This design comes from an exercise in tuning for small area and a short achievable clock period on the open sky130 flow, not from production work.
No run shown here included a check of the RTL's function; only the layout flow was run.
Power figures rest on the tool's default switching activity, not on a simulated workload.

==> design/flow/config.mk <==
export PLATFORM = sky130hd
export DESIGN_NAME = sqrt_16s
export DESIGN_NICKNAME = sqrt_16s
export VERILOG_FILES = /design/flow/design.v
export SDC_FILE = /design/flow/constraint.sdc
export NUM_CORES = 4
export LEC_CHECK = 0
export ABC_AREA = 1
export CAP_MARGIN = 20
export CORE_MARGIN = 2
export CORE_UTILIZATION = 40
export SETUP_SLACK_MARGIN = 1.1
export SLEW_MARGIN = 20
==> design/flow/constraint.sdc <==
create_clock -name core_clock -period 3.0 [get_ports {clk}]
set_input_delay 0.6000 -clock core_clock [delete_from_list [all_inputs] [get_ports {clk}]]
set_output_delay 0.6000 -clock core_clock [all_outputs]
set_load 0.01 [all_outputs]
==> design/flow/design.v <==
module sqrt_16s (
    input         clk,
    input  [15:0] data_i,
    input         vld_i,
    output [15:0] data_o,
    output        vld_o
);
    function [6:0] tbl3;
        input [5:0] v;
        case (v)
            6'd0: tbl3 = {3'd0, 4'd0};
            6'd1: tbl3 = {3'd1, 4'd0};
            6'd2: tbl3 = {3'd1, 4'd1};
            6'd3: tbl3 = {3'd1, 4'd2};
            6'd4: tbl3 = {3'd2, 4'd0};
            6'd5: tbl3 = {3'd2, 4'd1};
            6'd6: tbl3 = {3'd2, 4'd2};
            6'd7: tbl3 = {3'd2, 4'd3};
            6'd8: tbl3 = {3'd2, 4'd4};
            6'd9: tbl3 = {3'd3, 4'd0};
            6'd10: tbl3 = {3'd3, 4'd1};
            6'd11: tbl3 = {3'd3, 4'd2};
            6'd12: tbl3 = {3'd3, 4'd3};
            6'd13: tbl3 = {3'd3, 4'd4};
            6'd14: tbl3 = {3'd3, 4'd5};
            6'd15: tbl3 = {3'd3, 4'd6};
            6'd16: tbl3 = {3'd4, 4'd0};
            6'd17: tbl3 = {3'd4, 4'd1};
            6'd18: tbl3 = {3'd4, 4'd2};
            6'd19: tbl3 = {3'd4, 4'd3};
            6'd20: tbl3 = {3'd4, 4'd4};
            6'd21: tbl3 = {3'd4, 4'd5};
            6'd22: tbl3 = {3'd4, 4'd6};
            6'd23: tbl3 = {3'd4, 4'd7};
            6'd24: tbl3 = {3'd4, 4'd8};
            6'd25: tbl3 = {3'd5, 4'd0};
            6'd26: tbl3 = {3'd5, 4'd1};
            6'd27: tbl3 = {3'd5, 4'd2};
            6'd28: tbl3 = {3'd5, 4'd3};
            6'd29: tbl3 = {3'd5, 4'd4};
            6'd30: tbl3 = {3'd5, 4'd5};
            6'd31: tbl3 = {3'd5, 4'd6};
            6'd32: tbl3 = {3'd5, 4'd7};
            6'd33: tbl3 = {3'd5, 4'd8};
            6'd34: tbl3 = {3'd5, 4'd9};
            6'd35: tbl3 = {3'd5, 4'd10};
            6'd36: tbl3 = {3'd6, 4'd0};
            6'd37: tbl3 = {3'd6, 4'd1};
            6'd38: tbl3 = {3'd6, 4'd2};
            6'd39: tbl3 = {3'd6, 4'd3};
            6'd40: tbl3 = {3'd6, 4'd4};
            6'd41: tbl3 = {3'd6, 4'd5};
            6'd42: tbl3 = {3'd6, 4'd6};
            6'd43: tbl3 = {3'd6, 4'd7};
            6'd44: tbl3 = {3'd6, 4'd8};
            6'd45: tbl3 = {3'd6, 4'd9};
            6'd46: tbl3 = {3'd6, 4'd10};
            6'd47: tbl3 = {3'd6, 4'd11};
            6'd48: tbl3 = {3'd6, 4'd12};
            6'd49: tbl3 = {3'd7, 4'd0};
            6'd50: tbl3 = {3'd7, 4'd1};
            6'd51: tbl3 = {3'd7, 4'd2};
            6'd52: tbl3 = {3'd7, 4'd3};
            6'd53: tbl3 = {3'd7, 4'd4};
            6'd54: tbl3 = {3'd7, 4'd5};
            6'd55: tbl3 = {3'd7, 4'd6};
            6'd56: tbl3 = {3'd7, 4'd7};
            6'd57: tbl3 = {3'd7, 4'd8};
            6'd58: tbl3 = {3'd7, 4'd9};
            6'd59: tbl3 = {3'd7, 4'd10};
            6'd60: tbl3 = {3'd7, 4'd11};
            6'd61: tbl3 = {3'd7, 4'd12};
            6'd62: tbl3 = {3'd7, 4'd13};
            6'd63: tbl3 = {3'd7, 4'd14};
            default: tbl3 = 7'bx;
        endcase
    endfunction
    wire [6:0] t3 = tbl3(data_i[15:10]);
    wire [2:0] q3 = t3[6:4];
    wire [3:0] r3 = t3[3:0];
    wire [9:0] x3 = data_i[9:0];
    wire [5:0] a4 = {r3, x3[9:8]};
    wire [5:0] b4 = {1'b0, q3, 2'b01};
    wire [5:0] g4_0 = ~a4 & b4;
    wire [5:0] p4_0 = ~a4 | b4;
    wire g4_1_1 = g4_0[1] | (p4_0[1] & g4_0[0]);
    wire p4_1_1 = p4_0[1] & p4_0[0];
    wire g4_1_3 = g4_0[3] | (p4_0[3] & g4_0[2]);
    wire p4_1_3 = p4_0[3] & p4_0[2];
    wire g4_1_5 = g4_0[5] | (p4_0[5] & g4_0[4]);
    wire p4_1_5 = p4_0[5] & p4_0[4];
    wire g4_2_3 = g4_1_3 | (p4_1_3 & g4_1_1);
    wire p4_2_3 = p4_1_3 & p4_1_1;
    wire g4_5_5 = g4_1_5 | (p4_1_5 & g4_2_3);
    wire p4_5_5 = p4_1_5 & p4_2_3;
    wire g4_6_2 = g4_0[2] | (p4_0[2] & g4_1_1);
    wire p4_6_2 = p4_0[2] & p4_1_1;
    wire g4_6_4 = g4_0[4] | (p4_0[4] & g4_2_3);
    wire p4_6_4 = p4_0[4] & p4_2_3;
    wire s4 = g4_5_5;
    wire [4:0] c4 = {g4_2_3, g4_6_2, g4_1_1, g4_0[0], 1'b0};
    wire [4:0] r4 = a4[4:0] ^ ({5{~s4}} & (b4[4:0] ^ c4));
    wire [3:0] q4 = {q3, ~s4};
    wire [7:0] x4 = x3[7:0];
    reg  [3:0] q_r4;
    always @(posedge clk) q_r4 <= q4;
    reg  [4:0] nr_r4;
    always @(posedge clk) nr_r4 <= ~r4;
    reg  [7:0] x_r4;
    always @(posedge clk) x_r4 <= x4;
    reg  [0:0] v_r4;
    always @(posedge clk) v_r4 <= vld_i;
    wire [6:0] a5 = {(~nr_r4), x_r4[7:6]};
    wire [6:0] b5 = {1'b0, q_r4, 2'b01};
    wire [6:0] g5_0 = ~a5 & b5;
    wire [6:0] p5_0 = ~a5 | b5;
    wire g5_1_1 = g5_0[1] | (p5_0[1] & g5_0[0]);
    wire p5_1_1 = p5_0[1] & p5_0[0];
    wire g5_1_3 = g5_0[3] | (p5_0[3] & g5_0[2]);
    wire p5_1_3 = p5_0[3] & p5_0[2];
    wire g5_1_5 = g5_0[5] | (p5_0[5] & g5_0[4]);
    wire p5_1_5 = p5_0[5] & p5_0[4];
    wire g5_2_3 = g5_1_3 | (p5_1_3 & g5_1_1);
    wire p5_2_3 = p5_1_3 & p5_1_1;
    wire g5_5_5 = g5_1_5 | (p5_1_5 & g5_2_3);
    wire p5_5_5 = p5_1_5 & p5_2_3;
    wire g5_6_2 = g5_0[2] | (p5_0[2] & g5_1_1);
    wire p5_6_2 = p5_0[2] & p5_1_1;
    wire g5_6_4 = g5_0[4] | (p5_0[4] & g5_2_3);
    wire p5_6_4 = p5_0[4] & p5_2_3;
    wire g5_6_6 = g5_0[6] | (p5_0[6] & g5_5_5);
    wire p5_6_6 = p5_0[6] & p5_5_5;
    wire s5 = g5_6_6;
    wire [5:0] c5 = {g5_6_4, g5_2_3, g5_6_2, g5_1_1, g5_0[0], 1'b0};
    wire [5:0] r5 = a5[5:0] ^ ({6{~s5}} & (b5[5:0] ^ c5));
    wire [4:0] q5 = {q_r4, ~s5};
    wire [5:0] x5 = x_r4[5:0];
    reg  [4:0] q_r5;
    always @(posedge clk) q_r5 <= q5;
    reg  [5:0] nr_r5;
    always @(posedge clk) nr_r5 <= ~r5;
    reg  [5:0] x_r5;
    always @(posedge clk) x_r5 <= x5;
    reg  [0:0] v_r5;
    always @(posedge clk) v_r5 <= v_r4;
    wire [7:0] a6 = {(~nr_r5), x_r5[5:4]};
    wire [7:0] b6 = {1'b0, q_r5, 2'b01};
    wire [7:0] g6_0 = ~a6 & b6;
    wire [7:0] p6_0 = ~a6 | b6;
    wire g6_1_1 = g6_0[1] | (p6_0[1] & g6_0[0]);
    wire p6_1_1 = p6_0[1] & p6_0[0];
    wire g6_1_3 = g6_0[3] | (p6_0[3] & g6_0[2]);
    wire p6_1_3 = p6_0[3] & p6_0[2];
    wire g6_1_5 = g6_0[5] | (p6_0[5] & g6_0[4]);
    wire p6_1_5 = p6_0[5] & p6_0[4];
    wire g6_1_7 = g6_0[7] | (p6_0[7] & g6_0[6]);
    wire p6_1_7 = p6_0[7] & p6_0[6];
    wire g6_2_3 = g6_1_3 | (p6_1_3 & g6_1_1);
    wire p6_2_3 = p6_1_3 & p6_1_1;
    wire g6_2_7 = g6_1_7 | (p6_1_7 & g6_1_5);
    wire p6_2_7 = p6_1_7 & p6_1_5;
    wire g6_3_7 = g6_2_7 | (p6_2_7 & g6_2_3);
    wire p6_3_7 = p6_2_7 & p6_2_3;
    wire g6_5_5 = g6_1_5 | (p6_1_5 & g6_2_3);
    wire p6_5_5 = p6_1_5 & p6_2_3;
    wire g6_6_2 = g6_0[2] | (p6_0[2] & g6_1_1);
    wire p6_6_2 = p6_0[2] & p6_1_1;
    wire g6_6_4 = g6_0[4] | (p6_0[4] & g6_2_3);
    wire p6_6_4 = p6_0[4] & p6_2_3;
    wire g6_6_6 = g6_0[6] | (p6_0[6] & g6_5_5);
    wire p6_6_6 = p6_0[6] & p6_5_5;
    wire s6 = g6_3_7;
    wire [6:0] c6 = {g6_5_5, g6_6_4, g6_2_3, g6_6_2, g6_1_1, g6_0[0], 1'b0};
    wire [6:0] r6 = a6[6:0] ^ ({7{~s6}} & (b6[6:0] ^ c6));
    wire [5:0] q6 = {q_r5, ~s6};
    wire [3:0] x6 = x_r5[3:0];
    reg  [5:0] q_r6;
    always @(posedge clk) q_r6 <= q6;
    reg  [6:0] nr_r6;
    always @(posedge clk) nr_r6 <= ~r6;
    reg  [3:0] x_r6;
    always @(posedge clk) x_r6 <= x6;
    reg  [0:0] v_r6;
    always @(posedge clk) v_r6 <= v_r5;
    wire [8:0] a7 = {(~nr_r6), x_r6[3:2]};
    wire [8:0] b7 = {1'b0, q_r6, 2'b01};
    wire [8:0] g7_0 = ~a7 & b7;
    wire [8:0] p7_0 = ~a7 | b7;
    wire g7_1_1 = g7_0[1] | (p7_0[1] & g7_0[0]);
    wire p7_1_1 = p7_0[1] & p7_0[0];
    wire g7_1_3 = g7_0[3] | (p7_0[3] & g7_0[2]);
    wire p7_1_3 = p7_0[3] & p7_0[2];
    wire g7_1_5 = g7_0[5] | (p7_0[5] & g7_0[4]);
    wire p7_1_5 = p7_0[5] & p7_0[4];
    wire g7_1_7 = g7_0[7] | (p7_0[7] & g7_0[6]);
    wire p7_1_7 = p7_0[7] & p7_0[6];
    wire g7_2_3 = g7_1_3 | (p7_1_3 & g7_1_1);
    wire p7_2_3 = p7_1_3 & p7_1_1;
    wire g7_2_7 = g7_1_7 | (p7_1_7 & g7_1_5);
    wire p7_2_7 = p7_1_7 & p7_1_5;
    wire g7_3_7 = g7_2_7 | (p7_2_7 & g7_2_3);
    wire p7_3_7 = p7_2_7 & p7_2_3;
    wire g7_7_5 = g7_1_5 | (p7_1_5 & g7_2_3);
    wire p7_7_5 = p7_1_5 & p7_2_3;
    wire g7_8_2 = g7_0[2] | (p7_0[2] & g7_1_1);
    wire p7_8_2 = p7_0[2] & p7_1_1;
    wire g7_8_4 = g7_0[4] | (p7_0[4] & g7_2_3);
    wire p7_8_4 = p7_0[4] & p7_2_3;
    wire g7_8_6 = g7_0[6] | (p7_0[6] & g7_7_5);
    wire p7_8_6 = p7_0[6] & p7_7_5;
    wire g7_8_8 = g7_0[8] | (p7_0[8] & g7_3_7);
    wire p7_8_8 = p7_0[8] & p7_3_7;
    wire s7 = g7_8_8;
    wire [7:0] c7 = {g7_8_6, g7_7_5, g7_8_4, g7_2_3, g7_8_2, g7_1_1, g7_0[0], 1'b0};
    wire [7:0] r7 = a7[7:0] ^ ({8{~s7}} & (b7[7:0] ^ c7));
    wire [6:0] q7 = {q_r6, ~s7};
    wire [1:0] x7 = x_r6[1:0];
    reg  [6:0] q_r7;
    always @(posedge clk) q_r7 <= q7;
    reg  [7:0] nr_r7;
    always @(posedge clk) nr_r7 <= ~r7;
    reg  [1:0] x_r7;
    always @(posedge clk) x_r7 <= x7;
    reg  [0:0] v_r7;
    always @(posedge clk) v_r7 <= v_r6;
    wire [9:0] a8 = {(~nr_r7), x_r7[1:0]};
    wire [9:0] b8 = {1'b0, q_r7, 2'b01};
    wire [9:0] g8_0 = ~a8 & b8;
    wire [9:0] p8_0 = ~a8 | b8;
    wire g8_1_1 = g8_0[1] | (p8_0[1] & g8_0[0]);
    wire p8_1_1 = p8_0[1] & p8_0[0];
    wire g8_1_3 = g8_0[3] | (p8_0[3] & g8_0[2]);
    wire p8_1_3 = p8_0[3] & p8_0[2];
    wire g8_1_5 = g8_0[5] | (p8_0[5] & g8_0[4]);
    wire p8_1_5 = p8_0[5] & p8_0[4];
    wire g8_1_7 = g8_0[7] | (p8_0[7] & g8_0[6]);
    wire p8_1_7 = p8_0[7] & p8_0[6];
    wire g8_1_9 = g8_0[9] | (p8_0[9] & g8_0[8]);
    wire p8_1_9 = p8_0[9] & p8_0[8];
    wire g8_2_3 = g8_1_3 | (p8_1_3 & g8_1_1);
    wire p8_2_3 = p8_1_3 & p8_1_1;
    wire g8_2_7 = g8_1_7 | (p8_1_7 & g8_1_5);
    wire p8_2_7 = p8_1_7 & p8_1_5;
    wire g8_3_7 = g8_2_7 | (p8_2_7 & g8_2_3);
    wire p8_3_7 = p8_2_7 & p8_2_3;
    wire g8_7_5 = g8_1_5 | (p8_1_5 & g8_2_3);
    wire p8_7_5 = p8_1_5 & p8_2_3;
    wire g8_7_9 = g8_1_9 | (p8_1_9 & g8_3_7);
    wire p8_7_9 = p8_1_9 & p8_3_7;
    wire g8_8_2 = g8_0[2] | (p8_0[2] & g8_1_1);
    wire p8_8_2 = p8_0[2] & p8_1_1;
    wire g8_8_4 = g8_0[4] | (p8_0[4] & g8_2_3);
    wire p8_8_4 = p8_0[4] & p8_2_3;
    wire g8_8_6 = g8_0[6] | (p8_0[6] & g8_7_5);
    wire p8_8_6 = p8_0[6] & p8_7_5;
    wire g8_8_8 = g8_0[8] | (p8_0[8] & g8_3_7);
    wire p8_8_8 = p8_0[8] & p8_3_7;
    wire s8 = g8_7_9;
    wire [8:0] c8 = {g8_3_7, g8_8_6, g8_7_5, g8_8_4, g8_2_3, g8_8_2, g8_1_1, g8_0[0], 1'b0};
    wire [8:0] r8 = a8[8:0] ^ ({9{~s8}} & (b8[8:0] ^ c8));
    wire [7:0] q8 = {q_r7, ~s8};
    reg  [7:0] q_r8;
    always @(posedge clk) q_r8 <= q8;
    reg  [8:0] nr_r8;
    always @(posedge clk) nr_r8 <= ~r8;
    reg  [0:0] v_r8;
    always @(posedge clk) v_r8 <= v_r7;
    wire [10:0] a9 = {(~nr_r8), 2'b00};
    wire [10:0] b9 = {1'b0, q_r8, 2'b01};
    wire [10:0] g9_0 = ~a9 & b9;
    wire [10:0] p9_0 = ~a9 | b9;
    wire g9_1_1 = g9_0[1] | (p9_0[1] & g9_0[0]);
    wire p9_1_1 = p9_0[1] & p9_0[0];
    wire g9_1_3 = g9_0[3] | (p9_0[3] & g9_0[2]);
    wire p9_1_3 = p9_0[3] & p9_0[2];
    wire g9_1_5 = g9_0[5] | (p9_0[5] & g9_0[4]);
    wire p9_1_5 = p9_0[5] & p9_0[4];
    wire g9_1_7 = g9_0[7] | (p9_0[7] & g9_0[6]);
    wire p9_1_7 = p9_0[7] & p9_0[6];
    wire g9_1_9 = g9_0[9] | (p9_0[9] & g9_0[8]);
    wire p9_1_9 = p9_0[9] & p9_0[8];
    wire g9_2_3 = g9_1_3 | (p9_1_3 & g9_1_1);
    wire p9_2_3 = p9_1_3 & p9_1_1;
    wire g9_2_7 = g9_1_7 | (p9_1_7 & g9_1_5);
    wire p9_2_7 = p9_1_7 & p9_1_5;
    wire g9_3_7 = g9_2_7 | (p9_2_7 & g9_2_3);
    wire p9_3_7 = p9_2_7 & p9_2_3;
    wire g9_7_5 = g9_1_5 | (p9_1_5 & g9_2_3);
    wire p9_7_5 = p9_1_5 & p9_2_3;
    wire g9_7_9 = g9_1_9 | (p9_1_9 & g9_3_7);
    wire p9_7_9 = p9_1_9 & p9_3_7;
    wire g9_8_2 = g9_0[2] | (p9_0[2] & g9_1_1);
    wire p9_8_2 = p9_0[2] & p9_1_1;
    wire g9_8_4 = g9_0[4] | (p9_0[4] & g9_2_3);
    wire p9_8_4 = p9_0[4] & p9_2_3;
    wire g9_8_6 = g9_0[6] | (p9_0[6] & g9_7_5);
    wire p9_8_6 = p9_0[6] & p9_7_5;
    wire g9_8_8 = g9_0[8] | (p9_0[8] & g9_3_7);
    wire p9_8_8 = p9_0[8] & p9_3_7;
    wire g9_8_10 = g9_0[10] | (p9_0[10] & g9_7_9);
    wire p9_8_10 = p9_0[10] & p9_7_9;
    wire s9 = g9_8_10;
    wire [9:0] c9 = {g9_8_8, g9_3_7, g9_8_6, g9_7_5, g9_8_4, g9_2_3, g9_8_2, g9_1_1, g9_0[0], 1'b0};
    wire [9:0] r9 = a9[9:0] ^ ({10{~s9}} & (b9[9:0] ^ c9));
    wire [8:0] q9 = {q_r8, ~s9};
    reg  [8:0] q_r9;
    always @(posedge clk) q_r9 <= q9;
    reg  [9:0] nr_r9;
    always @(posedge clk) nr_r9 <= ~r9;
    reg  [0:0] v_r9;
    always @(posedge clk) v_r9 <= v_r8;
    wire [11:0] a10 = {(~nr_r9), 2'b00};
    wire [11:0] b10 = {1'b0, q_r9, 2'b01};
    wire [11:0] g10_0 = ~a10 & b10;
    wire [11:0] p10_0 = ~a10 | b10;
    wire g10_1_1 = g10_0[1] | (p10_0[1] & g10_0[0]);
    wire p10_1_1 = p10_0[1] & p10_0[0];
    wire g10_1_3 = g10_0[3] | (p10_0[3] & g10_0[2]);
    wire p10_1_3 = p10_0[3] & p10_0[2];
    wire g10_1_5 = g10_0[5] | (p10_0[5] & g10_0[4]);
    wire p10_1_5 = p10_0[5] & p10_0[4];
    wire g10_1_7 = g10_0[7] | (p10_0[7] & g10_0[6]);
    wire p10_1_7 = p10_0[7] & p10_0[6];
    wire g10_1_9 = g10_0[9] | (p10_0[9] & g10_0[8]);
    wire p10_1_9 = p10_0[9] & p10_0[8];
    wire g10_1_11 = g10_0[11] | (p10_0[11] & g10_0[10]);
    wire p10_1_11 = p10_0[11] & p10_0[10];
    wire g10_2_3 = g10_1_3 | (p10_1_3 & g10_1_1);
    wire p10_2_3 = p10_1_3 & p10_1_1;
    wire g10_2_7 = g10_1_7 | (p10_1_7 & g10_1_5);
    wire p10_2_7 = p10_1_7 & p10_1_5;
    wire g10_2_11 = g10_1_11 | (p10_1_11 & g10_1_9);
    wire p10_2_11 = p10_1_11 & p10_1_9;
    wire g10_3_7 = g10_2_7 | (p10_2_7 & g10_2_3);
    wire p10_3_7 = p10_2_7 & p10_2_3;
    wire g10_6_11 = g10_2_11 | (p10_2_11 & g10_3_7);
    wire p10_6_11 = p10_2_11 & p10_3_7;
    wire g10_7_5 = g10_1_5 | (p10_1_5 & g10_2_3);
    wire p10_7_5 = p10_1_5 & p10_2_3;
    wire g10_7_9 = g10_1_9 | (p10_1_9 & g10_3_7);
    wire p10_7_9 = p10_1_9 & p10_3_7;
    wire g10_8_2 = g10_0[2] | (p10_0[2] & g10_1_1);
    wire p10_8_2 = p10_0[2] & p10_1_1;
    wire g10_8_4 = g10_0[4] | (p10_0[4] & g10_2_3);
    wire p10_8_4 = p10_0[4] & p10_2_3;
    wire g10_8_6 = g10_0[6] | (p10_0[6] & g10_7_5);
    wire p10_8_6 = p10_0[6] & p10_7_5;
    wire g10_8_8 = g10_0[8] | (p10_0[8] & g10_3_7);
    wire p10_8_8 = p10_0[8] & p10_3_7;
    wire g10_8_10 = g10_0[10] | (p10_0[10] & g10_7_9);
    wire p10_8_10 = p10_0[10] & p10_7_9;
    wire s10 = g10_6_11;
    wire [10:0] c10 = {g10_7_9, g10_8_8, g10_3_7, g10_8_6, g10_7_5, g10_8_4, g10_2_3, g10_8_2, g10_1_1, g10_0[0], 1'b0};
    wire [10:0] r10 = a10[10:0] ^ ({11{~s10}} & (b10[10:0] ^ c10));
    wire [9:0] q10 = {q_r9, ~s10};
    reg  [9:0] q_r10;
    always @(posedge clk) q_r10 <= q10;
    reg  [10:0] nr_r10;
    always @(posedge clk) nr_r10 <= ~r10;
    reg  [0:0] v_r10;
    always @(posedge clk) v_r10 <= v_r9;
    wire [12:0] a11 = {(~nr_r10), 2'b00};
    wire [12:0] b11 = {1'b0, q_r10, 2'b01};
    wire [12:0] g11_0 = ~a11 & b11;
    wire [12:0] p11_0 = ~a11 | b11;
    wire g11_1_1 = g11_0[1] | (p11_0[1] & g11_0[0]);
    wire p11_1_1 = p11_0[1] & p11_0[0];
    wire g11_1_3 = g11_0[3] | (p11_0[3] & g11_0[2]);
    wire p11_1_3 = p11_0[3] & p11_0[2];
    wire g11_1_5 = g11_0[5] | (p11_0[5] & g11_0[4]);
    wire p11_1_5 = p11_0[5] & p11_0[4];
    wire g11_1_7 = g11_0[7] | (p11_0[7] & g11_0[6]);
    wire p11_1_7 = p11_0[7] & p11_0[6];
    wire g11_1_9 = g11_0[9] | (p11_0[9] & g11_0[8]);
    wire p11_1_9 = p11_0[9] & p11_0[8];
    wire g11_1_11 = g11_0[11] | (p11_0[11] & g11_0[10]);
    wire p11_1_11 = p11_0[11] & p11_0[10];
    wire g11_2_3 = g11_1_3 | (p11_1_3 & g11_1_1);
    wire p11_2_3 = p11_1_3 & p11_1_1;
    wire g11_2_7 = g11_1_7 | (p11_1_7 & g11_1_5);
    wire p11_2_7 = p11_1_7 & p11_1_5;
    wire g11_2_11 = g11_1_11 | (p11_1_11 & g11_1_9);
    wire p11_2_11 = p11_1_11 & p11_1_9;
    wire g11_3_7 = g11_2_7 | (p11_2_7 & g11_2_3);
    wire p11_3_7 = p11_2_7 & p11_2_3;
    wire g11_6_11 = g11_2_11 | (p11_2_11 & g11_3_7);
    wire p11_6_11 = p11_2_11 & p11_3_7;
    wire g11_7_5 = g11_1_5 | (p11_1_5 & g11_2_3);
    wire p11_7_5 = p11_1_5 & p11_2_3;
    wire g11_7_9 = g11_1_9 | (p11_1_9 & g11_3_7);
    wire p11_7_9 = p11_1_9 & p11_3_7;
    wire g11_8_2 = g11_0[2] | (p11_0[2] & g11_1_1);
    wire p11_8_2 = p11_0[2] & p11_1_1;
    wire g11_8_4 = g11_0[4] | (p11_0[4] & g11_2_3);
    wire p11_8_4 = p11_0[4] & p11_2_3;
    wire g11_8_6 = g11_0[6] | (p11_0[6] & g11_7_5);
    wire p11_8_6 = p11_0[6] & p11_7_5;
    wire g11_8_8 = g11_0[8] | (p11_0[8] & g11_3_7);
    wire p11_8_8 = p11_0[8] & p11_3_7;
    wire g11_8_10 = g11_0[10] | (p11_0[10] & g11_7_9);
    wire p11_8_10 = p11_0[10] & p11_7_9;
    wire g11_8_12 = g11_0[12] | (p11_0[12] & g11_6_11);
    wire p11_8_12 = p11_0[12] & p11_6_11;
    wire s11 = g11_8_12;
    wire [11:0] c11 = {g11_8_10, g11_7_9, g11_8_8, g11_3_7, g11_8_6, g11_7_5, g11_8_4, g11_2_3, g11_8_2, g11_1_1, g11_0[0], 1'b0};
    wire [11:0] r11 = a11[11:0] ^ ({12{~s11}} & (b11[11:0] ^ c11));
    wire [10:0] q11 = {q_r10, ~s11};
    reg  [10:0] q_r11;
    always @(posedge clk) q_r11 <= q11;
    reg  [11:0] nr_r11;
    always @(posedge clk) nr_r11 <= ~r11;
    reg  [0:0] v_r11;
    always @(posedge clk) v_r11 <= v_r10;
    wire [13:0] a12 = {(~nr_r11), 2'b00};
    wire [13:0] b12 = {1'b0, q_r11, 2'b01};
    wire [13:0] g12_0 = ~a12 & b12;
    wire [13:0] p12_0 = ~a12 | b12;
    wire g12_1_1 = g12_0[1] | (p12_0[1] & g12_0[0]);
    wire p12_1_1 = p12_0[1] & p12_0[0];
    wire g12_1_3 = g12_0[3] | (p12_0[3] & g12_0[2]);
    wire p12_1_3 = p12_0[3] & p12_0[2];
    wire g12_1_5 = g12_0[5] | (p12_0[5] & g12_0[4]);
    wire p12_1_5 = p12_0[5] & p12_0[4];
    wire g12_1_7 = g12_0[7] | (p12_0[7] & g12_0[6]);
    wire p12_1_7 = p12_0[7] & p12_0[6];
    wire g12_1_9 = g12_0[9] | (p12_0[9] & g12_0[8]);
    wire p12_1_9 = p12_0[9] & p12_0[8];
    wire g12_1_11 = g12_0[11] | (p12_0[11] & g12_0[10]);
    wire p12_1_11 = p12_0[11] & p12_0[10];
    wire g12_1_13 = g12_0[13] | (p12_0[13] & g12_0[12]);
    wire p12_1_13 = p12_0[13] & p12_0[12];
    wire g12_2_3 = g12_1_3 | (p12_1_3 & g12_1_1);
    wire p12_2_3 = p12_1_3 & p12_1_1;
    wire g12_2_7 = g12_1_7 | (p12_1_7 & g12_1_5);
    wire p12_2_7 = p12_1_7 & p12_1_5;
    wire g12_2_11 = g12_1_11 | (p12_1_11 & g12_1_9);
    wire p12_2_11 = p12_1_11 & p12_1_9;
    wire g12_3_7 = g12_2_7 | (p12_2_7 & g12_2_3);
    wire p12_3_7 = p12_2_7 & p12_2_3;
    wire g12_6_11 = g12_2_11 | (p12_2_11 & g12_3_7);
    wire p12_6_11 = p12_2_11 & p12_3_7;
    wire g12_7_5 = g12_1_5 | (p12_1_5 & g12_2_3);
    wire p12_7_5 = p12_1_5 & p12_2_3;
    wire g12_7_9 = g12_1_9 | (p12_1_9 & g12_3_7);
    wire p12_7_9 = p12_1_9 & p12_3_7;
    wire g12_7_13 = g12_1_13 | (p12_1_13 & g12_6_11);
    wire p12_7_13 = p12_1_13 & p12_6_11;
    wire g12_8_2 = g12_0[2] | (p12_0[2] & g12_1_1);
    wire p12_8_2 = p12_0[2] & p12_1_1;
    wire g12_8_4 = g12_0[4] | (p12_0[4] & g12_2_3);
    wire p12_8_4 = p12_0[4] & p12_2_3;
    wire g12_8_6 = g12_0[6] | (p12_0[6] & g12_7_5);
    wire p12_8_6 = p12_0[6] & p12_7_5;
    wire g12_8_8 = g12_0[8] | (p12_0[8] & g12_3_7);
    wire p12_8_8 = p12_0[8] & p12_3_7;
    wire g12_8_10 = g12_0[10] | (p12_0[10] & g12_7_9);
    wire p12_8_10 = p12_0[10] & p12_7_9;
    wire g12_8_12 = g12_0[12] | (p12_0[12] & g12_6_11);
    wire p12_8_12 = p12_0[12] & p12_6_11;
    wire s12 = g12_7_13;
    wire [12:0] c12 = {g12_6_11, g12_8_10, g12_7_9, g12_8_8, g12_3_7, g12_8_6, g12_7_5, g12_8_4, g12_2_3, g12_8_2, g12_1_1, g12_0[0], 1'b0};
    wire [12:0] r12 = a12[12:0] ^ ({13{~s12}} & (b12[12:0] ^ c12));
    wire [11:0] q12 = {q_r11, ~s12};
    reg  [11:0] q_r12;
    always @(posedge clk) q_r12 <= q12;
    reg  [12:0] nr_r12;
    always @(posedge clk) nr_r12 <= ~r12;
    reg  [0:0] v_r12;
    always @(posedge clk) v_r12 <= v_r11;
    wire [14:0] a13 = {(~nr_r12), 2'b00};
    wire [14:0] b13 = {1'b0, q_r12, 2'b01};
    wire [14:0] g13_0 = ~a13 & b13;
    wire [14:0] p13_0 = ~a13 | b13;
    wire g13_1_1 = g13_0[1] | (p13_0[1] & g13_0[0]);
    wire p13_1_1 = p13_0[1] & p13_0[0];
    wire g13_1_3 = g13_0[3] | (p13_0[3] & g13_0[2]);
    wire p13_1_3 = p13_0[3] & p13_0[2];
    wire g13_1_5 = g13_0[5] | (p13_0[5] & g13_0[4]);
    wire p13_1_5 = p13_0[5] & p13_0[4];
    wire g13_1_7 = g13_0[7] | (p13_0[7] & g13_0[6]);
    wire p13_1_7 = p13_0[7] & p13_0[6];
    wire g13_1_9 = g13_0[9] | (p13_0[9] & g13_0[8]);
    wire p13_1_9 = p13_0[9] & p13_0[8];
    wire g13_1_11 = g13_0[11] | (p13_0[11] & g13_0[10]);
    wire p13_1_11 = p13_0[11] & p13_0[10];
    wire g13_1_13 = g13_0[13] | (p13_0[13] & g13_0[12]);
    wire p13_1_13 = p13_0[13] & p13_0[12];
    wire g13_2_3 = g13_1_3 | (p13_1_3 & g13_1_1);
    wire p13_2_3 = p13_1_3 & p13_1_1;
    wire g13_2_7 = g13_1_7 | (p13_1_7 & g13_1_5);
    wire p13_2_7 = p13_1_7 & p13_1_5;
    wire g13_2_11 = g13_1_11 | (p13_1_11 & g13_1_9);
    wire p13_2_11 = p13_1_11 & p13_1_9;
    wire g13_3_7 = g13_2_7 | (p13_2_7 & g13_2_3);
    wire p13_3_7 = p13_2_7 & p13_2_3;
    wire g13_6_11 = g13_2_11 | (p13_2_11 & g13_3_7);
    wire p13_6_11 = p13_2_11 & p13_3_7;
    wire g13_7_5 = g13_1_5 | (p13_1_5 & g13_2_3);
    wire p13_7_5 = p13_1_5 & p13_2_3;
    wire g13_7_9 = g13_1_9 | (p13_1_9 & g13_3_7);
    wire p13_7_9 = p13_1_9 & p13_3_7;
    wire g13_7_13 = g13_1_13 | (p13_1_13 & g13_6_11);
    wire p13_7_13 = p13_1_13 & p13_6_11;
    wire g13_8_2 = g13_0[2] | (p13_0[2] & g13_1_1);
    wire p13_8_2 = p13_0[2] & p13_1_1;
    wire g13_8_4 = g13_0[4] | (p13_0[4] & g13_2_3);
    wire p13_8_4 = p13_0[4] & p13_2_3;
    wire g13_8_6 = g13_0[6] | (p13_0[6] & g13_7_5);
    wire p13_8_6 = p13_0[6] & p13_7_5;
    wire g13_8_8 = g13_0[8] | (p13_0[8] & g13_3_7);
    wire p13_8_8 = p13_0[8] & p13_3_7;
    wire g13_8_10 = g13_0[10] | (p13_0[10] & g13_7_9);
    wire p13_8_10 = p13_0[10] & p13_7_9;
    wire g13_8_12 = g13_0[12] | (p13_0[12] & g13_6_11);
    wire p13_8_12 = p13_0[12] & p13_6_11;
    wire g13_8_14 = g13_0[14] | (p13_0[14] & g13_7_13);
    wire p13_8_14 = p13_0[14] & p13_7_13;
    wire s13 = g13_8_14;
    wire [13:0] c13 = {g13_8_12, g13_6_11, g13_8_10, g13_7_9, g13_8_8, g13_3_7, g13_8_6, g13_7_5, g13_8_4, g13_2_3, g13_8_2, g13_1_1, g13_0[0], 1'b0};
    wire [13:0] r13 = a13[13:0] ^ ({14{~s13}} & (b13[13:0] ^ c13));
    wire [12:0] q13 = {q_r12, ~s13};
    reg  [12:0] q_r13;
    always @(posedge clk) q_r13 <= q13;
    reg  [13:0] nr_r13;
    always @(posedge clk) nr_r13 <= ~r13;
    reg  [0:0] v_r13;
    always @(posedge clk) v_r13 <= v_r12;
    wire [15:0] a14 = {(~nr_r13), 2'b00};
    wire [15:0] b14 = {1'b0, q_r13, 2'b01};
    wire [15:0] g14_0 = ~a14 & b14;
    wire [15:0] p14_0 = ~a14 | b14;
    wire g14_1_1 = g14_0[1] | (p14_0[1] & g14_0[0]);
    wire p14_1_1 = p14_0[1] & p14_0[0];
    wire g14_1_3 = g14_0[3] | (p14_0[3] & g14_0[2]);
    wire p14_1_3 = p14_0[3] & p14_0[2];
    wire g14_1_5 = g14_0[5] | (p14_0[5] & g14_0[4]);
    wire p14_1_5 = p14_0[5] & p14_0[4];
    wire g14_1_7 = g14_0[7] | (p14_0[7] & g14_0[6]);
    wire p14_1_7 = p14_0[7] & p14_0[6];
    wire g14_1_9 = g14_0[9] | (p14_0[9] & g14_0[8]);
    wire p14_1_9 = p14_0[9] & p14_0[8];
    wire g14_1_11 = g14_0[11] | (p14_0[11] & g14_0[10]);
    wire p14_1_11 = p14_0[11] & p14_0[10];
    wire g14_1_13 = g14_0[13] | (p14_0[13] & g14_0[12]);
    wire p14_1_13 = p14_0[13] & p14_0[12];
    wire g14_1_15 = g14_0[15] | (p14_0[15] & g14_0[14]);
    wire p14_1_15 = p14_0[15] & p14_0[14];
    wire g14_2_3 = g14_1_3 | (p14_1_3 & g14_1_1);
    wire p14_2_3 = p14_1_3 & p14_1_1;
    wire g14_2_7 = g14_1_7 | (p14_1_7 & g14_1_5);
    wire p14_2_7 = p14_1_7 & p14_1_5;
    wire g14_2_11 = g14_1_11 | (p14_1_11 & g14_1_9);
    wire p14_2_11 = p14_1_11 & p14_1_9;
    wire g14_2_15 = g14_1_15 | (p14_1_15 & g14_1_13);
    wire p14_2_15 = p14_1_15 & p14_1_13;
    wire g14_3_7 = g14_2_7 | (p14_2_7 & g14_2_3);
    wire p14_3_7 = p14_2_7 & p14_2_3;
    wire g14_3_15 = g14_2_15 | (p14_2_15 & g14_2_11);
    wire p14_3_15 = p14_2_15 & p14_2_11;
    wire g14_4_15 = g14_3_15 | (p14_3_15 & g14_3_7);
    wire p14_4_15 = p14_3_15 & p14_3_7;
    wire g14_6_11 = g14_2_11 | (p14_2_11 & g14_3_7);
    wire p14_6_11 = p14_2_11 & p14_3_7;
    wire g14_7_5 = g14_1_5 | (p14_1_5 & g14_2_3);
    wire p14_7_5 = p14_1_5 & p14_2_3;
    wire g14_7_9 = g14_1_9 | (p14_1_9 & g14_3_7);
    wire p14_7_9 = p14_1_9 & p14_3_7;
    wire g14_7_13 = g14_1_13 | (p14_1_13 & g14_6_11);
    wire p14_7_13 = p14_1_13 & p14_6_11;
    wire g14_8_2 = g14_0[2] | (p14_0[2] & g14_1_1);
    wire p14_8_2 = p14_0[2] & p14_1_1;
    wire g14_8_4 = g14_0[4] | (p14_0[4] & g14_2_3);
    wire p14_8_4 = p14_0[4] & p14_2_3;
    wire g14_8_6 = g14_0[6] | (p14_0[6] & g14_7_5);
    wire p14_8_6 = p14_0[6] & p14_7_5;
    wire g14_8_8 = g14_0[8] | (p14_0[8] & g14_3_7);
    wire p14_8_8 = p14_0[8] & p14_3_7;
    wire g14_8_10 = g14_0[10] | (p14_0[10] & g14_7_9);
    wire p14_8_10 = p14_0[10] & p14_7_9;
    wire g14_8_12 = g14_0[12] | (p14_0[12] & g14_6_11);
    wire p14_8_12 = p14_0[12] & p14_6_11;
    wire g14_8_14 = g14_0[14] | (p14_0[14] & g14_7_13);
    wire p14_8_14 = p14_0[14] & p14_7_13;
    wire s14 = g14_4_15;
    wire [14:0] c14 = {g14_7_13, g14_8_12, g14_6_11, g14_8_10, g14_7_9, g14_8_8, g14_3_7, g14_8_6, g14_7_5, g14_8_4, g14_2_3, g14_8_2, g14_1_1, g14_0[0], 1'b0};
    wire [14:0] r14 = a14[14:0] ^ ({15{~s14}} & (b14[14:0] ^ c14));
    wire [13:0] q14 = {q_r13, ~s14};
    reg  [13:0] q_r14;
    always @(posedge clk) q_r14 <= q14;
    reg  [14:0] nr_r14;
    always @(posedge clk) nr_r14 <= ~r14;
    reg  [0:0] v_r14;
    always @(posedge clk) v_r14 <= v_r13;
    wire [16:0] a15 = {(~nr_r14), 2'b00};
    wire [16:0] b15 = {1'b0, q_r14, 2'b01};
    wire [16:0] g15_0 = ~a15 & b15;
    wire [16:0] p15_0 = ~a15 | b15;
    wire g15_1_1 = g15_0[1] | (p15_0[1] & g15_0[0]);
    wire p15_1_1 = p15_0[1] & p15_0[0];
    wire g15_1_3 = g15_0[3] | (p15_0[3] & g15_0[2]);
    wire p15_1_3 = p15_0[3] & p15_0[2];
    wire g15_1_5 = g15_0[5] | (p15_0[5] & g15_0[4]);
    wire p15_1_5 = p15_0[5] & p15_0[4];
    wire g15_1_7 = g15_0[7] | (p15_0[7] & g15_0[6]);
    wire p15_1_7 = p15_0[7] & p15_0[6];
    wire g15_1_9 = g15_0[9] | (p15_0[9] & g15_0[8]);
    wire p15_1_9 = p15_0[9] & p15_0[8];
    wire g15_1_11 = g15_0[11] | (p15_0[11] & g15_0[10]);
    wire p15_1_11 = p15_0[11] & p15_0[10];
    wire g15_1_13 = g15_0[13] | (p15_0[13] & g15_0[12]);
    wire p15_1_13 = p15_0[13] & p15_0[12];
    wire g15_1_15 = g15_0[15] | (p15_0[15] & g15_0[14]);
    wire p15_1_15 = p15_0[15] & p15_0[14];
    wire g15_2_3 = g15_1_3 | (p15_1_3 & g15_1_1);
    wire p15_2_3 = p15_1_3 & p15_1_1;
    wire g15_2_7 = g15_1_7 | (p15_1_7 & g15_1_5);
    wire p15_2_7 = p15_1_7 & p15_1_5;
    wire g15_2_11 = g15_1_11 | (p15_1_11 & g15_1_9);
    wire p15_2_11 = p15_1_11 & p15_1_9;
    wire g15_2_15 = g15_1_15 | (p15_1_15 & g15_1_13);
    wire p15_2_15 = p15_1_15 & p15_1_13;
    wire g15_3_7 = g15_2_7 | (p15_2_7 & g15_2_3);
    wire p15_3_7 = p15_2_7 & p15_2_3;
    wire g15_3_15 = g15_2_15 | (p15_2_15 & g15_2_11);
    wire p15_3_15 = p15_2_15 & p15_2_11;
    wire g15_4_15 = g15_3_15 | (p15_3_15 & g15_3_7);
    wire p15_4_15 = p15_3_15 & p15_3_7;
    wire g15_8_11 = g15_2_11 | (p15_2_11 & g15_3_7);
    wire p15_8_11 = p15_2_11 & p15_3_7;
    wire g15_9_5 = g15_1_5 | (p15_1_5 & g15_2_3);
    wire p15_9_5 = p15_1_5 & p15_2_3;
    wire g15_9_9 = g15_1_9 | (p15_1_9 & g15_3_7);
    wire p15_9_9 = p15_1_9 & p15_3_7;
    wire g15_9_13 = g15_1_13 | (p15_1_13 & g15_8_11);
    wire p15_9_13 = p15_1_13 & p15_8_11;
    wire g15_10_2 = g15_0[2] | (p15_0[2] & g15_1_1);
    wire p15_10_2 = p15_0[2] & p15_1_1;
    wire g15_10_4 = g15_0[4] | (p15_0[4] & g15_2_3);
    wire p15_10_4 = p15_0[4] & p15_2_3;
    wire g15_10_6 = g15_0[6] | (p15_0[6] & g15_9_5);
    wire p15_10_6 = p15_0[6] & p15_9_5;
    wire g15_10_8 = g15_0[8] | (p15_0[8] & g15_3_7);
    wire p15_10_8 = p15_0[8] & p15_3_7;
    wire g15_10_10 = g15_0[10] | (p15_0[10] & g15_9_9);
    wire p15_10_10 = p15_0[10] & p15_9_9;
    wire g15_10_12 = g15_0[12] | (p15_0[12] & g15_8_11);
    wire p15_10_12 = p15_0[12] & p15_8_11;
    wire g15_10_14 = g15_0[14] | (p15_0[14] & g15_9_13);
    wire p15_10_14 = p15_0[14] & p15_9_13;
    wire g15_10_16 = g15_0[16] | (p15_0[16] & g15_4_15);
    wire p15_10_16 = p15_0[16] & p15_4_15;
    wire s15 = g15_10_16;
    wire [15:0] c15 = {g15_10_14, g15_9_13, g15_10_12, g15_8_11, g15_10_10, g15_9_9, g15_10_8, g15_3_7, g15_10_6, g15_9_5, g15_10_4, g15_2_3, g15_10_2, g15_1_1, g15_0[0], 1'b0};
    wire [15:0] r15 = a15[15:0] ^ ({16{~s15}} & (b15[15:0] ^ c15));
    wire [14:0] q15 = {q_r14, ~s15};
    reg  [14:0] q_r15;
    always @(posedge clk) q_r15 <= q15;
    reg  [15:0] nr_r15;
    always @(posedge clk) nr_r15 <= ~r15;
    reg  [0:0] v_r15;
    always @(posedge clk) v_r15 <= v_r14;
    wire [17:0] a16 = {(~nr_r15), 2'b00};
    wire [17:0] b16 = {1'b0, q_r15, 2'b01};
    wire [17:0] g16_0 = ~a16 & b16;
    wire [17:0] p16_0 = ~a16 | b16;
    wire g16_1_1 = g16_0[1] | (p16_0[1] & g16_0[0]);
    wire p16_1_1 = p16_0[1] & p16_0[0];
    wire g16_1_3 = g16_0[3] | (p16_0[3] & g16_0[2]);
    wire p16_1_3 = p16_0[3] & p16_0[2];
    wire g16_1_5 = g16_0[5] | (p16_0[5] & g16_0[4]);
    wire p16_1_5 = p16_0[5] & p16_0[4];
    wire g16_1_7 = g16_0[7] | (p16_0[7] & g16_0[6]);
    wire p16_1_7 = p16_0[7] & p16_0[6];
    wire g16_1_9 = g16_0[9] | (p16_0[9] & g16_0[8]);
    wire p16_1_9 = p16_0[9] & p16_0[8];
    wire g16_1_11 = g16_0[11] | (p16_0[11] & g16_0[10]);
    wire p16_1_11 = p16_0[11] & p16_0[10];
    wire g16_1_13 = g16_0[13] | (p16_0[13] & g16_0[12]);
    wire p16_1_13 = p16_0[13] & p16_0[12];
    wire g16_1_15 = g16_0[15] | (p16_0[15] & g16_0[14]);
    wire p16_1_15 = p16_0[15] & p16_0[14];
    wire g16_1_17 = g16_0[17] | (p16_0[17] & g16_0[16]);
    wire p16_1_17 = p16_0[17] & p16_0[16];
    wire g16_2_3 = g16_1_3 | (p16_1_3 & g16_1_1);
    wire p16_2_3 = p16_1_3 & p16_1_1;
    wire g16_2_7 = g16_1_7 | (p16_1_7 & g16_1_5);
    wire p16_2_7 = p16_1_7 & p16_1_5;
    wire g16_2_11 = g16_1_11 | (p16_1_11 & g16_1_9);
    wire p16_2_11 = p16_1_11 & p16_1_9;
    wire g16_2_15 = g16_1_15 | (p16_1_15 & g16_1_13);
    wire p16_2_15 = p16_1_15 & p16_1_13;
    wire g16_3_7 = g16_2_7 | (p16_2_7 & g16_2_3);
    wire p16_3_7 = p16_2_7 & p16_2_3;
    wire g16_3_15 = g16_2_15 | (p16_2_15 & g16_2_11);
    wire p16_3_15 = p16_2_15 & p16_2_11;
    wire g16_4_15 = g16_3_15 | (p16_3_15 & g16_3_7);
    wire p16_4_15 = p16_3_15 & p16_3_7;
    wire g16_8_11 = g16_2_11 | (p16_2_11 & g16_3_7);
    wire p16_8_11 = p16_2_11 & p16_3_7;
    wire g16_9_5 = g16_1_5 | (p16_1_5 & g16_2_3);
    wire p16_9_5 = p16_1_5 & p16_2_3;
    wire g16_9_9 = g16_1_9 | (p16_1_9 & g16_3_7);
    wire p16_9_9 = p16_1_9 & p16_3_7;
    wire g16_9_13 = g16_1_13 | (p16_1_13 & g16_8_11);
    wire p16_9_13 = p16_1_13 & p16_8_11;
    wire g16_9_17 = g16_1_17 | (p16_1_17 & g16_4_15);
    wire p16_9_17 = p16_1_17 & p16_4_15;
    wire g16_10_2 = g16_0[2] | (p16_0[2] & g16_1_1);
    wire p16_10_2 = p16_0[2] & p16_1_1;
    wire g16_10_4 = g16_0[4] | (p16_0[4] & g16_2_3);
    wire p16_10_4 = p16_0[4] & p16_2_3;
    wire g16_10_6 = g16_0[6] | (p16_0[6] & g16_9_5);
    wire p16_10_6 = p16_0[6] & p16_9_5;
    wire g16_10_8 = g16_0[8] | (p16_0[8] & g16_3_7);
    wire p16_10_8 = p16_0[8] & p16_3_7;
    wire g16_10_10 = g16_0[10] | (p16_0[10] & g16_9_9);
    wire p16_10_10 = p16_0[10] & p16_9_9;
    wire g16_10_12 = g16_0[12] | (p16_0[12] & g16_8_11);
    wire p16_10_12 = p16_0[12] & p16_8_11;
    wire g16_10_14 = g16_0[14] | (p16_0[14] & g16_9_13);
    wire p16_10_14 = p16_0[14] & p16_9_13;
    wire g16_10_16 = g16_0[16] | (p16_0[16] & g16_4_15);
    wire p16_10_16 = p16_0[16] & p16_4_15;
    wire s16 = g16_9_17;
    wire [15:0] q16 = {q_r15, ~s16};
    reg  [15:0] q_r16;
    always @(posedge clk) q_r16 <= q16;
    reg  [0:0] v_r16;
    always @(posedge clk) v_r16 <= v_r15;
    assign data_o = q_r16;
    assign vld_o  = v_r16;
endmodule
==> design/flow/flow/run.sh <==
#!/bin/bash
# The standard layout (the standard.sh: ORFS synthesis to final), with buf_2
# cells as the port buffers and a clock tree of clkbuf_8 without dummy loads.
bash standard.sh \
  "BUFFER_PORTS_ARGS=-buffer_cell sky130_fd_sc_hd__buf_2" \
  "CTS_ARGS=-sink_clustering_enable -repair_clock_nets -dont_use_dummy_load -buf_list sky130_fd_sc_hd__clkbuf_8 -sink_clustering_size 14 -sink_clustering_max_diameter 50" \
  finish > standard.log 2>&1
==> design/flow/standard.sh <==
#!/bin/bash
# synth_recipe.tcl (not shown) runs the flow's synth.tcl, then flattens the netlist and writes it again
# the make line also repeats each setting of config.mk as NAME=value (left out here)
make -C /OpenROAD-flow-scripts/flow DESIGN_CONFIG=/design/flow/config.mk WORK_HOME=/design/flow/orfs CLKGATE_MAP_FILE= SYNTH_SCRIPT=/design/flow/synth_recipe.tcl "${@:-finish}"
==> results.toml, run 1 <==
[global_routing]
grt_pass1_vias = 7885
grt_max_degree = 25
grt.overflow.total = 0
grt_pass1_wl_um = 31500
antenna_found_initial = 0
grt_usage_pct = 12.6

[logic_synthesis]
synth_seq_area_share_pct = 49.7
ys_types = 48
synth.net_count = 1431
synthArstFlopShare_pct = 0
synth_seq_cells = 282
syn_avg_cell_area_um2 = 8.08
yosys_warnings = 1
synth_edf_count = 0
synth_area_mm2 = 0.0114
syn_inst = 1404
yosys_most_used_dff = "dfxtp_1"

[cts]
cts_tree = "built"
clkLatencyLatePin_ns = 0.53
clk_pin_slew_worst_paths_ns = 0.08
root_buffer = "clkbuf_8"
cts_made_buffers = 34
htree_levels = 2
clockBufferDepth = 3
clock_sinks = 282

[timing]
setup_viol = 0
finalCritPeriodShare_pct = 58.8
fmax_ghz = 0.567
grt_setup_unrepaired = "yes"
finClkSkew_ns = 0.0540
fin_crit_ns = 1.76
finalMaxSlewViolations = 0
worstMarginPinSlew_ns = 0.682
slew_headroom_pct = 54.4
finalHoldViolCount = 0
fin_tns_setup_ns = 0

[floorplan]
die_area_mm2 = 0.0297
coreArea_mm2 = 0.0279
start_util_pct = 40.7
die_x_um = 172
ios = 35
die_h_um = 172
rows = 61

[critical_path]
crit_type = "input port to flop"
start_kind = "input port"
cp_data_arrival_time_ns = 2.15
crit_required_ns = 3.39
max_stage_delay_ns = 0.29
cpMaxStageDelayCell = "a21oi_4"
endpoint_kind = "flop"
critPathMaxFanout = 8
cp_cell_sequence = "buf_2, inv_4, ha_4, nand2_1, o21ai_0, nand2_1, nand2_2, nand3_1, nand3_2, nand3_2, a21oi_4, ha_4"
reg2reg_setup_slack_ns = 1.25

[finish]
fin_nets = 1502
num_antenna_cells = 0
layout-drive-gt1-share_pct = 13.6
area_growth_pct = 11.5
fillCellCount = 2674

[run_status]
outcome = "timing/DRC/antenna clean"

[routing]
drtAntennaViolNets = 0
first_pass_iters = 4
post-route-drc-count = 0
routed_wire_length_per_instance_um = 9.66
vias = 8427
drt_iter0_markers = 246
finalWirelength_um = 17900
viasPerCell = 4.55

[pwr]
switching_share_pct = 40.7
pwr-share-clk_pct = 13.6
ir_drop_mv = 0.528
p_leak_nw = 6.10
combPwrFrac_pct = 46.6
internal-power_mw = 9.54
switching_power_mw = 6.55
p_per_area_mw_per_mm2 = 1270
finalPower_mw = 16.1
power_frac_seq_pct = 39.9

[place]
port_buffers = 34
globalplace.congestion = 0.796
hpwlAfterDp_um = 13300

[job]
drv_cap = 0

[min_path]
min_path_type = "input port to flop"
power by group through the flow:
stage / clock network (mW) / registers (mW) / logic [mW]
6_report: 2.18 / 6.42 / 7.49
5_1_grt: 2.46 / 6.65 / 8.72
4_1_cts: 2.32 / 6.39 / 7.23
3_5_place_dp: 0 / 6.47 / 7.19
3_3_place_gp: 0 / 6.44 / 7.00
2_1_floorplan: 0 / 6.28 / 6.13
synthesized netlist by cell type (2+ instances only):
library cell | n | share of area [%]
nand2_1 | 367 | 12
dfxtp_1 | 282 | 50
inv_1 | 145 | 4.8
nor2_1 | 128 | 4.2
nand3_1 | 84 | 3.7
xor2_1 | 73 | 5.6
a21oi_1 | 60 | 2.6
o21ai_0 | 45 | 2.0
xnor2_1 | 44 | 3.4
nand2_2 | 25 | 1.4
nand3b_1 | 18 | 1.2
nand4_1 | 16 | 0.88
or2_2 | 13 | 0.72
buf_6 | 9 | 0.89
ha_1 | 9 | 0.99
a31oi_1 | 7 | 0.39
nor3_1 | 7 | 0.31
o21a_1 | 7 | 0.46
a21oi_2 | 6 | 0.46
inv_2 | 6 | 0.20
o21ai_1 | 6 | 0.26
nand3_2 | 5 | 0.44
o21ai_2 | 4 | 0.31
a21o_1 | 3 | 0.20
nand2_4 | 3 | 0.30
nor2_2 | 3 | 0.17
or2_1 | 3 | 0.17
a21boi_2 | 2 | 0.20
inv_4 | 2 | 0.11
o211ai_1 | 2 | 0.13
o21bai_1 | 2 | 0.13
o22ai_1 | 2 | 0.11
registers in the layout, indices dropped and copies added, names as in the netlist, 8 cells and up:
signal,flops
q_r12,12
nr_r9,9
x_r4,8
nr_r15,15
q_r14,14
nr_r10,10
nr_r13,13
q_r9,9
nr_r7,8
q_r16,16
nr_r14,14
nr_r11,11
q_r13,13
q_r10,10
nr_r12,12
nr_r8,9
q_r8,8
q_r11,11
q_r15,15
worst max-delay path, delay by kind of cell:
kind / cells / cell delay (ns)
AND/OR/NAND/NOR: 6 / 0.54
adder cells (fa/ha/maj): 2 / 0.40
buffers and inverters: 2 / 0.24
AO/OA/AOI/OAI: 2 / 0.37
final timing paths:
path,depth (start not counted),endpoint,from
setup / recovery,12,nr_r4[0],data_i[11]
hold / removal,1,x_r4[3],data_i[3]
setup reg to reg,13,nr_r12[3],q_r11[3]
hold reg to reg,0,v_r13,v_r12
per-layer routing:
| metal | GRT usage (%) | up-vias | part of all wire [%] |
|---|---|---|---|
| met5 | 0 | - | 0 |
| met2 | 25.1 | 93 | 53 |
| met3 | 2.88 | 38 | 3.9 |
| met1 | 12.3 | 3745 | 40 |
| met4 | 5.48 | 0 | 3.0 |
| li1 | - | 4551 | - |
stage by stage:
| stage | util [%] | hold slack (ns) | area (um^2) | setup WS [ns] | std cells |
|---|---|---|---|---|---|
| after floorplan | - | 0.310 | 11500 | 1.06 | 1404 |
| after global routing | 45.4 | 0.134 | 12700 | 1.06 | 1851 |
| final | 45.4 | 0.177 | 12700 | 1.24 | 1851 |
| after CTS | 44.7 | 0.138 | 12500 | 1.14 | 1839 |
| after global placement | 43.0 | 0.310 | 12000 | 0.758 | 1805 |
| after detailed placement | 43.0 | 0.312 | 12000 | 0.708 | 1805 |
area by class of cell:
class | count | area (um^2) | area share (%)
multi-input combinational | 959 | 5200 | 41.1
timing repair buffer | 45 | 253 | 2.00
sequential | 282 | 5660 | 44.7
clock buffer | 34 | 468 | 3.70
inverter | 153 | 599 | 4.73
tap | 378 | 473 | 3.74
layout by cell type, fill, tap and decap left out, types with 7 or more instances in the layout:
master / count
nand2_1: 358
dfxtp_1: 268
inv_1: 140
nor2_1: 123
nand3_1: 81
xor2_1: 73
a21oi_1: 59
o21ai_0: 44
xnor2_1: 44
clkbuf_8: 34
buf_2: 34
nand2_2: 26
nand3b_1: 18
nand4_1: 16
dfxtp_2: 14
or2_2: 13
nand2_4: 11
buf_4: 11
nand3_2: 8
nor2_2: 7
a21oi_2: 7
o21a_1: 7
a31oi_1: 7
kinds of logic (layout without fill, tap and decap cells):
group	Yosys count	after routing	share of synthesized area, %
AOI/OAI and AO/OA	153	153	7.89
xor gates and xnor gates	118	118	9.17
adders and majority gates	10	10	1.09
buffers and inverters	164	232	6.11
DFF	282	282	49.7
and+or+nand+nor	677	678	26.0
repair_timing:
action,4_1_cts,5_1_grt
endpoints found under the setup margin,6,58
resized for setup,4,39
setup buffers,0,11
pin swaps,0,10
gates cloned,0,1
hold buffers,0,0
==> inputs of run 2 (changes only) <==
==> design/flow/flow/run.sh (replaced) <==
#!/bin/bash
# The standard layout (the standard.sh: ORFS synthesis to final), with buf_2
# cells as the port buffers and a clock tree of clkbuf_8 without dummy loads.
bash standard.sh \
  "BUFFER_PORTS_ARGS=-buffer_cell sky130_fd_sc_hd__buf_2" \
  "CTS_ARGS=-sink_clustering_enable -repair_clock_nets -dont_use_dummy_load -buf_list sky130_fd_sc_hd__clkbuf_8 -sink_clustering_size 18 -sink_clustering_max_diameter 50" \
  finish > standard.log 2>&1
==> results.toml, run 2 <==
[finish]
postLayoutCoreUtil_pct = 45.3
mostFrequentLayoutCells = "358 x nand2_1, 266 x dfxtp_1, 140 x inv_1"
num_antenna_cells = 0
top_register = "q_r16"
layout-drive-gt1-share_pct = 13.5
mostFrequentLayoutCell = "nand2_1"
reg_top3 = "q_r16 (16), nr_r15 (15), q_r15 (15)"
largest_reg_flops = 16
seq_area_mm2 = 0.00567
multi_input_area_mm2 = 0.00521
area_growth_pct = 11.2
fin_nets = 1498
fillCellCount = 2693

[critical_path]
cp_cell_sequence = "nor2_2, inv_1, nand2_1, nand2_1, a21oi_2, nand2_1, nand2_1, nand2_1, nand2_2, a21boi_4, ha_1, xnor2_1"
crit_required_ns = 3.45
r2r-end = "nr_r8[1]"
endpoint_kind = "flop"
start_kind = "flop"
r2r_cells = 12
max_stage_delay_ns = 0.35
crit_type = "flop to flop"
reg2reg_setup_slack_ns = 1.23
cp_data_arrival_time_ns = 2.22
critPathTopFamily = "simple AND/OR/NAND/NOR gates"
critPathMaxFanout = 7
crit_top_cell = "nand2_1"
reg2reg_from = "x_r7[1]"
crit_buf_inv = 1
cpMaxStageDelayCell = "dfxtp_2"

[logic_synthesis]
synth_most_common_cell = "nand2_1"
yosys.area_share.adder_pct = 1.09
synthTopCellsByArea = "dfxtp_1 50%, nand2_1 12%, xor2_1 5.6%"
synth_area_mm2 = 0.0114
synth_edf_count = 0
ys_types = 48
syn_inst = 1404
syn_avg_cell_area_um2 = 8.08
synth_top_area_cell = "dfxtp_1"
yosys_most_used_dff = "dfxtp_1"
synth_top_family_by_area = "simple AND/OR/NAND/NOR gates"
synth.net_count = 1431
muxShareOfSynthArea_pct = 0
synth_xor_area_share_pct = 9.17
synthArstFlopShare_pct = 0
synth_compound_area_share_pct = 7.89
synth_seq_cells = 282
yosys_warnings = 1
synth-simple-area-share_pct = 26.0
synth_seq_area_share_pct = 49.7
synthDominantCellAreaShare_pct = 49.7
synth_common_cells = "367 x nand2_1, 282 x dfxtp_1, 145 x inv_1"

[min_path]
min_path_type = "input port to flop"
min_to = "x_r4[1]"
holdPathStages = 1
holdCritStartpoint = "data_i[1]"

[job]
drv_cap = 0

[pwr]
finalPower_mw = 16.0
p_leak_nw = 6.08
switching_power_mw = 6.54
ir_drop_mv = 0.566
power_frac_seq_pct = 40.2
combPwrFrac_pct = 47.0
p_per_area_mw_per_mm2 = 1270
pwr-share-clk_pct = 12.8
switching_share_pct = 40.9
internal-power_mw = 9.43

[global_routing]
grt.overflow.total = 0
grt_pass1_vias = 7868
grt_max_degree = 25
grt_pass1_wl_um = 31300
antenna_found_initial = 0
grt_usage_pct = 12.4

[routing]
post-route-drc-count = 0
viasPerCell = 4.54
vias = 8391
drtAntennaViolNets = 0
first_pass_iters = 4
drt_iter0_markers = 237
finalWirelength_um = 17800
routed_wire_length_per_instance_um = 9.63

[cts]
clk_pin_slew_worst_paths_ns = 0.10
cts_made_buffers = 31
htree_levels = 1
clock_sinks = 282
cts_tree = "built"
ctsHoldBuffers = 0
root_buffer = "clkbuf_8"
clkLatencyLatePin_ns = 0.59
clockBufferDepth = 3

[timing]
finalCritPeriodShare_pct = 58.9
setup_viol = 0
grt_setup_unrepaired = "yes"
finalHoldViolCount = 0
finalMaxSlewViolations = 0
fin_tns_setup_ns = 0
worstMarginPinSlew_ns = 0.726
fin_crit_ns = 1.77
slew_headroom_pct = 51.4
finClkSkew_ns = 0.0588
whs_ns = 0.109
fmax_ghz = 0.566

[floorplan]
rows = 61
coreArea_mm2 = 0.0279
ios = 35
die_area_mm2 = 0.0297
die_x_um = 172
start_util_pct = 40.7
die_h_um = 172

[place]
globalplace.congestion = 0.796
hpwlAfterDp_um = 13300
port_buffers = 34

[run_status]
outcome = "timing/DRC/antenna clean"
[run 2: cell counts after synthesis]
Identical to the previous run, type by type.
[run 2: logic make-up after synthesis]
family	Yosys count
AOI/OAI and AO/OA	153
xor gates and xnor gates	118
adders and majority gates	10
buffers and inverters	164
DFF	282
and+or+nand+nor	677
[run 2: timing repair]
item / in CTS / in global routing
pin swaps: 0 / 11
buffers inserted: 0 / 10
endpoints found under the hold margin: 0 / 0
gates cloned: 0 / 1
gates resized for setup: 4 / 43
setup endpoints to repair: 6 / 60
[run 2: worst max path at each step]
stage | from | end | slack (ns) | cells after the start
finish | x_r7[1] | nr_r8[1] | 1.23 | 12
global route | x_r7[1] | nr_r8[1] | 1.05 | 12
CTS | x_r7[1] | nr_r8[0] | 1.10 | 11
detailed placement | data_i[10] | nr_r4[1] | 0.71 | 13
global placement | data_i[11] | nr_r4[0] | 0.76 | 12
floorplan | data_i[13] | nr_r4[0] | 1.06 | 11
[run 2: per-stage QoR]
stage	setup slack (ns)	cell area [um^2]	instances
2_1_floorplan	1.06	11500	1404
3_3_place_gp	0.758	12000	1805
3_5_place_dp	0.708	12000	1805
4_1_cts	1.10	12400	1836
5_1_grt	1.05	12600	1847
6_report	1.23	12600	1847
[run 2: power groups by stage]
stage                     registers (mW)  clock network (mW)  logic [mW]
after global placement              6.44                   0        7.00
final                               6.42                2.05        7.50
after CTS                           6.39                2.16        7.23
after detailed placement            6.47                   0        7.19
after global routing                6.65                2.31        8.72
after floorplan                     6.28                   0        6.13
[run 2: area by class of cell]
class | count | area share, %
timing repair buffer | 44 | 1.94
sequential | 282 | 44.9
multi-input combinational | 959 | 41.3
inverter | 153 | 4.77
clock buffer | 31 | 3.38
tap | 378 | 3.75
[run 2: worst register-to-register path, cell delays in order, from the launching register on]
cell	delay [ns]
dfxtp_2	0.35
nor2_2	0.11
inv_1	0.05
nand2_1	0.05
nand2_1	0.09
a21oi_2	0.18
nand2_1	0.09
nand2_1	0.09
nand2_1	0.08
nand2_2	0.11
a21boi_4	0.10
ha_1	0.20
xnor2_1	0.12
[run 2: metal layers]
| layer | vias up | part of all wire (%) | GRT usage, % |
|---|---|---|---|
| met5 | - | 0 | 0 |
| met2 | 96 | 53 | 25.1 |
| met3 | 46 | 3.5 | 2.29 |
| li1 | 4543 | - | - |
| met4 | 0 | 4.2 | 5.04 |
| met1 | 3706 | 39 | 12.1 |

what the ideal ports hide:
The flow's constraints put no driver on any port. The routed layouts listed below were extracted and timed again, unchanged, in two steps. Step 1, drivers: a clkbuf_16 drives clk and a buf_2 each remaining input, both assumed. Step 2 also shifts input and output timing later by t, the mid clock arrival at the registers, as if the neighbouring blocks saw the same clock. Slacks: no drivers / after step 1 / after step 2; pairs: no drivers / after step 1.
run | t, ns | slack for setup (ns) | worst hold slack (ns) | worst data-port slew with drivers (ns)
run 1 | 0.542 | 1.237 / 1.253 / 0.720 | 0.177 / 0.154 / 0.286 | 0.03
run 2 | 0.600 | 1.233 / 1.233 / 0.701 | 0.109 / 0.088 / 0.289 | 0.03
After both steps every run listed still meets setup and hold. For run 2, which loses most, drivers alone change the setup slack by 0.000 ns; drivers and shift together by -0.532 ns.
